From an optimization exercise on the open Yosys and OpenROAD flow, aimed at small area, a short achievable clock period and few clock cycles; shortcuts taken in it are not production practice. Where RTL was checked, it was by simulation tests only, not by an equivalence proof against the original. Power is estimated from default activity; no workload was simulated.

main:
Design modular_reduction, start of the top module:
module modular_reduction #(
    parameter DATA_WIDTH = 48,
    parameter Q_WIDTH    = 23
) (
    input  wire clk,
    input  wire rst_n,
    input  wire start,
    output reg  done,
    input  wire [DATA_WIDTH-1:0] data_in,
    output wire [Q_WIDTH-1:0]    data_out
);
Size in the first run: about 27 flip-flops, ~3700 sq um of cells after synthesis.
==> flow/config.mk <==
export PLATFORM = sky130hd
export DESIGN_NAME = modular_reduction
export DESIGN_NICKNAME = modular_reduction
export VERILOG_FILES = /design/flow/design.v
export SDC_FILE = /design/flow/constraint.sdc
export NUM_CORES = 4
export LEC_CHECK = 0
export ABC_AREA = 1
export CAP_MARGIN = 20
export CORE_MARGIN = 2
export CORE_UTILIZATION = 40
export SETUP_SLACK_MARGIN = 0.6
export SLEW_MARGIN = 20
==> flow/constraint.sdc <==
create_clock -name core_clock -period 5.0 [get_ports {clk}]
set_input_delay 1.0000 -clock core_clock [delete_from_list [all_inputs] [get_ports {clk}]]
set_output_delay 1.0000 -clock core_clock [all_outputs]
set_load 0.01 [all_outputs]
standard.sh (not shown) runs the stock make flow with config.mk's settings and CLKGATE_MAP_FILE= SYNTH_SCRIPT=/design/flow/synth_recipe.tcl, a recipe that flattens the netlist after the stock synthesis.
==> flow/flow/run.sh <==
#!/bin/bash
# Own layout flow: the standard flow with these changes.
#  - Synthesis: the standard flow's synthesis script, except that Yosys's extract_fa runs
#    only inside module fa3 (the RTL's full adder), which is kept as its own
#    module until the final flatten, so every fa3 becomes one
#    sky130_fd_sc_hd__fa_1 and all other logic is left to abc (no half adders
#    and no inverters forced around extracted adders). Everything else,
#    including the final flatten and renaming, is synth_recipe.tcl as given.
#  - If flow/abc.script exists, abc runs it instead of ORFS's abc script.
#  - Port buffers: plain sky130_fd_sc_hd__buf_1 instead of the buffer that
#    buffer_ports picks by itself (a 0.5 ns clkdlybuf4s50_1).
# Each tool's output goes to standard.log (make) and ORFS's own logs.
set -euo pipefail
W=$PWD
S="$FLOW_HOME/scripts/synth.tcl"
grep -q 'extract_fa {\*}\[dont_use_extract_fa_args\]' "$S"
grep -q '^  log_cmd abc {\*}$abc_args$' "$S"
ABC_SED=()
if [[ -f "$W/flow/abc.script" ]]; then
  ABC_SED=(-e "s#^  log_cmd abc {\*}\$abc_args\$#  lset abc_args 1 $W/flow/abc.script\n  log_cmd abc {*}\$abc_args#")
fi
sed -e 's/extract_fa {\*}\[dont_use_extract_fa_args\]/extract_fa -fa fa3/' "${ABC_SED[@]}" \
  "$S" > "$W/own_synth_body.tcl"
sed "s#source \$::env(SCRIPTS_DIR)/synth.tcl#source $W/own_synth_body.tcl#" \
  "$W/synth_recipe.tcl" > "$W/own_synth.tcl"
grep -q "own_synth_body.tcl" "$W/own_synth.tcl"
bash standard.sh "SYNTH_SCRIPT=$W/own_synth.tcl" "SYNTH_KEEP_MODULES=fa3" \
  "BUFFER_PORTS_ARGS=-buffer_cell sky130_fd_sc_hd__buf_1" finish > standard.log 2>&1
==> flow/flow/abc.script <==
&get -n
&st
&dch
&nf -R 1000
&put
topo
stime -c
buffer -c
upsize -c
dnsize -c
main finished all stages; however, its layout fails the closing checks, the failures being negative setup slack.
Inputs modified between main and the feature branch:
==> flow/flow/abc.script <==
strash
dch
map -a
topo
stime -c
buffer -c
upsize -c
dnsize -c
The layout from the feature branch, despite a flow that completed every stage, fails the layout checks, with the failing checks listed as negative setup slack.
The feature branch vs. main: combinational power went down by about 17%.
Slack of the critical path: the feature branch vs main up 0.64 ns
A most common cell after layout, fill and taps aside of nor2_1 is what the feature branch shows, while buf_4 belongs to main.
Between main and the feature branch, the difference in critical path's largest stage delay is negligible.
In the feature branch relative to main, final layout net count had gone up by a few percent.
Area growth from synthesis to layout sits lower in the feature branch than in main.
The feature branch vs main, end-of-flow core utilization went down by 6.2 points.
dfxtp_2 as the highest-delay cell along the critical path was reported by the feature branch, and a311o_1 by main.
The fraction of area in multi-input gates of the feature branch exceeds that of main by 2.6 points.
Count of filler cells inserted in the layout grows by more than 10% when moving from main to the feature branch.
In the flow results for main and the feature branch, the simple-gate share of the synthesized area is larger on the feature branch.
Lower total power was reported by the feature branch, not main.
Summary: with main as the reference, post-route cell area in the feature branch moved down by a little under 10%.
No run of this note included a check of the RTL's function; only the layout flow was run.

run 1:
Another version of the RTL of modular_reduction (not shown whole).
Size in the first run: about 75 I/O pins.
export LEC_CHECK = 0
export ABC_AREA = 1
export CAP_MARGIN = 20
export CORE_MARGIN = 2
export CORE_UTILIZATION = 40
export SETUP_SLACK_MARGIN = 0.6
export SLEW_MARGIN = 20
create_clock -name core_clock -period 5.0 [get_ports {clk}]
==> flow/flow/abc.script <==
strash
dch
map -a
topo
stime -c
buffer -c
upsize -c
dnsize -c
Scripts as last shown in full above: flow/flow/run.sh
Testbench counts of run 1, summed over its fixed seeds: cycles 16,000.
> inputs changed (run 1 -> run 2)
- swapping 0.6 for 0.9 in SETUP_SLACK_MARGIN
Results
Run 2: first-pass GRT wire length higher than run 1. Run 1 was smaller in final cell area than run 2. Between run 1 and run 2, the flow reports overall routed net length increasing by a few percent. In run 2 relative to run 1, last weighted congestion value of the routability-driven placer had gone down by a few percent.

Another version of the RTL of modular_reduction (not shown whole).
For scale: about 27 flip-flops, about 75 I/O pins, ~4400 µm² of cells after synthesis.
// modular_reduction
module modular_reduction #(
    parameter DATA_WIDTH = 48,
    parameter Q_WIDTH    = 23
) (
    input  wire clk,
    input  wire rst_n,
    input  wire start,
    output reg  done,
    input  wire [DATA_WIDTH-1:0] data_in,
    output wire [Q_WIDTH-1:0]    data_out
);
  wire [47:0] x = data_in;
  wire [47:0] nx = ~data_in;
  ...
==> flow/config.mk <==
export PLATFORM = sky130hd
export DESIGN_NAME = modular_reduction
export DESIGN_NICKNAME = modular_reduction
export VERILOG_FILES = /design/flow/design.v
export SDC_FILE = /design/flow/constraint.sdc
export NUM_CORES = 4
export LEC_CHECK = 0
export ABC_AREA = 1
export CAP_MARGIN = 20
export CORE_MARGIN = 2
export CORE_UTILIZATION = 40
export SETUP_SLACK_MARGIN = 0.6
export SLEW_MARGIN = 20
==> flow/constraint.sdc <==
create_clock -name core_clock -period 5.0 [get_ports {clk}]
set_input_delay 1.0000 -clock core_clock [delete_from_list [all_inputs] [get_ports {clk}]]
set_output_delay 1.0000 -clock core_clock [all_outputs]
set_load 0.01 [all_outputs]
==> flow/flow/run.sh <==
#!/bin/bash
# Own layout flow: the standard flow with two changes.
#  - Synthesis: the standard flow's synthesis script, except that Yosys's extract_fa runs
#    only inside module fa3 (the RTL's full adder), which is kept as its own
#    module until the final flatten, so every fa3 becomes one
#    sky130_fd_sc_hd__fa_1 and all other logic is left to abc (no half adders
#    and no inverters forced around extracted adders). Everything else,
#    including the final flatten and renaming, is synth_recipe.tcl as given.
#  - Port buffers: plain sky130_fd_sc_hd__buf_1 instead of the buffer that
#    buffer_ports picks by itself (a 0.5 ns clkdlybuf4s50_1).
set -euo pipefail
W=$PWD
grep -q 'extract_fa {\*}\[dont_use_extract_fa_args\]' "$FLOW_HOME/scripts/synth.tcl"
sed 's/extract_fa {\*}\[dont_use_extract_fa_args\]/extract_fa -fa fa3/' \
  "$FLOW_HOME/scripts/synth.tcl" > "$W/own_synth_body.tcl"
sed "s#source \$::env(SCRIPTS_DIR)/synth.tcl#source $W/own_synth_body.tcl#" \
  "$W/synth_recipe.tcl" > "$W/own_synth.tcl"
grep -q "own_synth_body.tcl" "$W/own_synth.tcl"
bash standard.sh "SYNTH_SCRIPT=$W/own_synth.tcl" "SYNTH_KEEP_MODULES=fa3" \
  "BUFFER_PORTS_ARGS=-buffer_cell sky130_fd_sc_hd__buf_1" finish > standard.log 2>&1
Testbench counts at the start, summed over its fixed seeds: cycles 16,000.
Rerun with:
--- a/flow/flow/run.sh
+++ b/flow/flow/run.sh
@@ -8,2 +8,3 @@
 #    including the final flatten and renaming, is synth_recipe.tcl as given.
+#  - abc runs flow/abc.script instead of ORFS's abc_area/abc_speed script.
 #  - Port buffers: plain sky130_fd_sc_hd__buf_1 instead of the buffer that
@@ -13,4 +14,7 @@
 grep -q 'extract_fa {\*}\[dont_use_extract_fa_args\]' "$FLOW_HOME/scripts/synth.tcl"
-sed 's/extract_fa {\*}\[dont_use_extract_fa_args\]/extract_fa -fa fa3/' \
+grep -q '^  log_cmd abc {\*}$abc_args$' "$FLOW_HOME/scripts/synth.tcl"
+sed -e 's/extract_fa {\*}\[dont_use_extract_fa_args\]/extract_fa -fa fa3/' \
+  -e "s#^  log_cmd abc {\*}\$abc_args\$#  lset abc_args 1 $W/flow/abc.script\n  log_cmd abc {*}\$abc_args#" \
   "$FLOW_HOME/scripts/synth.tcl" > "$W/own_synth_body.tcl"
+grep -q "flow/abc.script" "$W/own_synth_body.tcl"
 sed "s#source \$::env(SCRIPTS_DIR)/synth.tcl#source $W/own_synth_body.tcl#" \
==> flow/flow/abc.script (new file) <==
strash
dch
map -a
topo
stime -c
buffer -c
upsize -c
dnsize -c
After rerunning: Fmax decreases by 0.65%. Sequential power barely changes. Worst hold slack is about the same.

modular_reduction, a different RTL version from the one above (not shown whole).
Size in the first run: roughly 3400 µm² of cells after synthesis.
clock: 5.0 ns
lec_check: 0
abc_area: 1
cap_margin: 20
core_margin: 2
core_utilization: 40
setup_slack_margin: 0.8
slew_margin: 20
==> flow/flow/run.sh <==
#!/bin/bash
# Own layout flow: the standard flow with these changes.
#  - Synthesis: the standard flow's synthesis script, except that Yosys's extract_fa runs
#    only inside module fa3 (the RTL's full adder), which is kept as its own
#    module until the final flatten, so every fa3 becomes one
#    sky130_fd_sc_hd__fa_1 and all other logic is left to abc (no half adders
#    and no inverters forced around extracted adders). Everything else,
#    including the final flatten and renaming, is synth_recipe.tcl as given.
#  - If flow/abc.script exists, abc runs it instead of ORFS's abc script.
#  - Port buffers: plain sky130_fd_sc_hd__buf_1 instead of the buffer that
#    buffer_ports picks by itself (a 0.5 ns clkdlybuf4s50_1).
# Each tool's output goes to standard.log (make) and ORFS's own logs.
set -euo pipefail
W=$PWD
S="$FLOW_HOME/scripts/synth.tcl"
grep -q 'extract_fa {\*}\[dont_use_extract_fa_args\]' "$S"
grep -q '^  log_cmd abc {\*}$abc_args$' "$S"
ABC_SED=()
if [[ -f "$W/flow/abc.script" ]]; then
  ABC_SED=(-e "s#^  log_cmd abc {\*}\$abc_args\$#  lset abc_args 1 $W/flow/abc.script\n  log_cmd abc {*}\$abc_args#")
fi
sed -e 's/extract_fa {\*}\[dont_use_extract_fa_args\]/extract_fa -fa fa3/' "${ABC_SED[@]}" \
  "$S" > "$W/own_synth_body.tcl"
sed "s#source \$::env(SCRIPTS_DIR)/synth.tcl#source $W/own_synth_body.tcl#" \
  "$W/synth_recipe.tcl" > "$W/own_synth.tcl"
grep -q "own_synth_body.tcl" "$W/own_synth.tcl"
bash standard.sh "SYNTH_SCRIPT=$W/own_synth.tcl" "SYNTH_KEEP_MODULES=fa3" \
  "BUFFER_PORTS_ARGS=-buffer_cell sky130_fd_sc_hd__buf_1" finish > standard.log 2>&1
==> flow/flow/abc.script <==
&get -n
&st
&dch
&nf -a
&put
The first run went through all stages and came out clean.
Testbench counts at the start, summed over its fixed seeds: cycles 16,000.
==> next run, changes <==
==> flow/flow/abc.script (replaced) <==
&get -n
&st
&dch
&nf -a
&put
topo
stime -c
buffer -c
upsize -c
dnsize -c
Settings changed: GPL_ROUTABILITY_DRIVEN from default to 0.
What happened:
- die area is higher by 4.5%
- routed wire length is higher by 2.2%
- core utilization is lower by 2.7 points
- cell area is lower by 0.70%
==> next run, changes <==
==> flow/flow/abc.script (replaced) <==
&get -n
&st
&dch
&nf -a
&put
Settings changed: GPL_ROUTABILITY_DRIVEN 0 to default, SETUP_SLACK_MARGIN 0.8 to 1.2.
The new run passed the timing, design-rule and antenna checks.
Setup slack gets better by 100 ps.
Power goes up by about a fifth.
Core utilization increases by 9.2 points.
Via count grows by a few percent.
Sequential power went up by a few percent.
Synthesized cell count fell slightly.
Clock-buffer cell count stays the same.
Final cell count grows by a few percent.
Worst hold slack gets worse by 8.7 ps.
Area after synthesis came out lower by a few percent.
Routed wire length rises by a few percent.
==> next run, changes <==
==> flow/flow/abc.script (replaced) <==
strash
dch
map -a
topo
stime -c
buffer -c
upsize -c
dnsize -c
Settings changed: SETUP_SLACK_MARGIN 1.2 to 0.8.
Result:
- sequential power falls by roughly a tenth
- combinational power falls by a quarter to a third
- clock-buffer cell count falls by 1
- global-route usage falls by 2.2 points
==> next run, changes <==
==> flow/flow/abc.script (replaced) <==
&get -n
&st
&dch
&nf -R 1000
&put
topo
stime -c
buffer -c
upsize -c
dnsize -c
=>
- The new run completed with no timing, DRC or antenna violations
- hold slack gets better by 4.9 ps
- total power is higher by 19%
- clock power barely changes
- cell area is higher by 1.9%
- non-clock buffer count is higher by 12
- wire length is higher by 0.55%
- sequential share of layout area is lower by 0.10 points
- global-route usage is higher by 0.44 points
- utilization is higher by 3.4 points

modular_reduction with an RTL version that a note above also has.
Size in the first run: roughly 0.0039 mm^2 of cells after synthesis.
Settings: LEC_CHECK=0, ABC_AREA=1, CAP_MARGIN=20, CORE_MARGIN=2, CORE_UTILIZATION=40, SETUP_SLACK_MARGIN=0.3, SLEW_MARGIN=20; clock period 5.0 ns.
==> flow/flow/run.sh <==
#!/bin/bash
# Own layout flow: the standard flow with two changes.
#  - Synthesis: the standard flow's synthesis script, except that Yosys's extract_fa runs
#    only inside module fa3 (the RTL's full adder), which is kept as its own
#    module until the final flatten, so every fa3 becomes one
#    sky130_fd_sc_hd__fa_1 and all other logic is left to abc (no half adders
#    and no inverters forced around extracted adders). Everything else,
#    including the final flatten and renaming, is synth_recipe.tcl as given.
#  - abc runs flow/abc.script instead of ORFS's abc_area/abc_speed script.
#  - Port buffers: plain sky130_fd_sc_hd__buf_1 instead of the buffer that
#    buffer_ports picks by itself (a 0.5 ns clkdlybuf4s50_1).
set -euo pipefail
W=$PWD
grep -q 'extract_fa {\*}\[dont_use_extract_fa_args\]' "$FLOW_HOME/scripts/synth.tcl"
grep -q '^  log_cmd abc {\*}$abc_args$' "$FLOW_HOME/scripts/synth.tcl"
sed -e 's/extract_fa {\*}\[dont_use_extract_fa_args\]/extract_fa -fa fa3/' \
  -e "s#^  log_cmd abc {\*}\$abc_args\$#  lset abc_args 1 $W/flow/abc.script\n  log_cmd abc {*}\$abc_args#" \
  "$FLOW_HOME/scripts/synth.tcl" > "$W/own_synth_body.tcl"
grep -q "flow/abc.script" "$W/own_synth_body.tcl"
sed "s#source \$::env(SCRIPTS_DIR)/synth.tcl#source $W/own_synth_body.tcl#" \
  "$W/synth_recipe.tcl" > "$W/own_synth.tcl"
grep -q "own_synth_body.tcl" "$W/own_synth.tcl"
bash standard.sh "SYNTH_SCRIPT=$W/own_synth.tcl" "SYNTH_KEEP_MODULES=fa3" \
  "BUFFER_PORTS_ARGS=-buffer_cell sky130_fd_sc_hd__buf_1" finish > standard.log 2>&1
==> flow/flow/abc.script <==
strash
dch
map -a
topo
stime -c
buffer -c
upsize -c
dnsize -c
Testbench counts at the start, summed over its fixed seeds: cycles 16,000.
Edit:
==> flow/flow/abc.script (replaced) <==
&get -n
&st
&dch
&nf -R 1000
&put
topo
stime -c
buffer -c
upsize -c
dnsize -c
Settings changed: SETUP_SLACK_MARGIN 0.3 to 0.6.
What happened: Global-route usage drops by 2.1 points; worst hold slack improved by 0.0084 ns; final area went up by 3.6%; wire length decreases by 3.6%; sequential cell count stays the same; core utilization grows by 2.1 points; setup slack gains 0.024 ns.

Another version of the RTL of modular_reduction (not shown whole).
For scale: ~26 flip-flops.
Settings: LEC_CHECK=0, ABC_AREA=1, CAP_MARGIN=20, CORE_MARGIN=2, CORE_UTILIZATION=40, SETUP_SLACK_MARGIN=0.6, SLEW_MARGIN=20; clock period 5.0 ns.
==> flow/flow/run.sh <==
#!/bin/bash
# Own layout flow: the standard flow with these changes.
#  - Synthesis: the standard flow's synthesis script, except that Yosys's extract_fa runs
#    only inside module fa3 (the RTL's full adder), which is kept as its own
#    module until the final flatten, so every fa3 becomes one
#    sky130_fd_sc_hd__fa_1 and all other logic is left to abc (no half adders
#    and no inverters forced around extracted adders). Everything else,
#    including the final flatten and renaming, is synth_recipe.tcl as given.
#  - If flow/abc.script exists, abc runs it instead of ORFS's abc script.
#  - Port buffers: plain sky130_fd_sc_hd__buf_1 instead of the buffer that
#    buffer_ports picks by itself (a 0.5 ns clkdlybuf4s50_1).
# Each tool's output goes to standard.log (make) and ORFS's own logs.
set -euo pipefail
W=$PWD
S="$FLOW_HOME/scripts/synth.tcl"
grep -q 'extract_fa {\*}\[dont_use_extract_fa_args\]' "$S"
grep -q '^  log_cmd abc {\*}$abc_args$' "$S"
ABC_SED=()
if [[ -f "$W/flow/abc.script" ]]; then
  ABC_SED=(-e "s#^  log_cmd abc {\*}\$abc_args\$#  lset abc_args 1 $W/flow/abc.script\n  log_cmd abc {*}\$abc_args#")
fi
sed -e 's/extract_fa {\*}\[dont_use_extract_fa_args\]/extract_fa -fa fa3/' "${ABC_SED[@]}" \
  "$S" > "$W/own_synth_body.tcl"
sed "s#source \$::env(SCRIPTS_DIR)/synth.tcl#source $W/own_synth_body.tcl#" \
  "$W/synth_recipe.tcl" > "$W/own_synth.tcl"
grep -q "own_synth_body.tcl" "$W/own_synth.tcl"
bash standard.sh "SYNTH_SCRIPT=$W/own_synth.tcl" "SYNTH_KEEP_MODULES=fa3" \
  "BUFFER_PORTS_ARGS=-buffer_cell sky130_fd_sc_hd__buf_1" finish > standard.log 2>&1
==> flow/flow/abc.script <==
&get -n
&st
&dch
&nf -a
&put
topo
stime -c
buffer -c
upsize -c
dnsize -c
Rerun with:
==> flow/flow/abc.script (replaced) <==
strash
dch
map -a
topo
stime -c
buffer -c
upsize -c
dnsize -c
- SETUP_SLACK_MARGIN: 0.6 -> 0.8
Critical path depth increases by 2. Count of clock-buffer cells in the layout decreases by 1. Worst setup slack gains 200 ps. Routed wire length increases by 4.0%. Non-clock buffer count decreases by 6. Sequential power decreases by about 3%. Final area increases by 2.3%. Hold slack barely changes. First-iteration DRC count increases by 71%. Global-route usage increases by 0.66 points. Final cell count increases by 23%.
Rerun with:
==> flow/flow/abc.script (replaced) <==
&get -n
&st
&dch
&nf -a
&put
topo
stime -c
buffer -c
upsize -c
dnsize -c
strash
dch
map
topo
stime -c
buffer -c
upsize -c
dnsize -c
The changed run finished with timing, DRC and antenna clean.
Total power went up by 7.2%.
Sequential power falls by about 3%.
Via count goes up by 1.8%.
First-iteration DRC count is higher by 10%.
Die area climbs by 5.8%.
Worst setup slack improved by 150 ps.
Non-clock buffer count fell by 8.
Routed wire length came out higher by 7.8%.
No functional check of the RTL was part of any run of this note.

## what the ideal ports hide
The flow's constraints put no driver on any port. The routed layouts listed below were extracted and timed again, unchanged, in two steps. Step 1, drivers: a clkbuf_16 drives clk and a buf_2 each remaining input, both assumed. Step 2 moves the port delays by t, midway between the first and last clock arrival at a register: inputs arrive t later, outputs are due t later. That takes back most of the time a late clock gives input paths. Slacks: ideal ports / drivers / drivers and shift; pairs: ideal ports / drivers.
run | t (ns) | setup slack, ns | worst data-port slew with drivers (ns)
main | 0.306 | -0.642 / -0.671 / -0.724 | 0.06
the feature branch | 0.297 | -0.003 / -0.033 / 0.168 | 0.05
run 1 | 0.297 | 0.739 / 0.747 / 0.450 | 0.05
run 2 | 0.296 | 0.900 / 0.890 / 0.593 | 0.05
the first run of note 3 | 0.309 | 0.870 / 0.883 / 0.573 | 0.04
the second run of note 3 | 0.307 | 0.843 / 0.848 / 0.541 | 0.04
the first run of note 4 | 0.295 | 0.940 / 0.948 / 0.652 | 0.05
the second run of note 4 | 0.294 | 0.985 / 0.967 / 0.687 | 0.04
the third run of note 4 | 0.301 | 1.085 / 1.054 / 0.840 | 0.05
the fourth run of note 4 | 0.299 | 0.895 / 0.884 / 0.604 | 0.04
the fifth run of note 4 | 0.289 | 0.882 / 0.868 / 0.579 | 0.05
the first run of note 5 | 0.303 | 0.628 / 0.599 / 0.404 | 0.04
the second run of note 5 | 0.294 | 0.651 / 0.621 / 0.437 | 0.04
the first run of note 6 | 0.298 | 0.692 / 0.677 / 0.379 | 0.06
the second run of note 6 | 0.300 | 0.893 / 0.904 / 0.604 | 0.04
the third run of note 6 | 0.296 | 1.038 / 1.047 / 0.751 | 0.04
For the first run of note 6, which loses most, drivers alone change the setup slack by -0.015 ns; drivers and shift together by -0.313 ns.
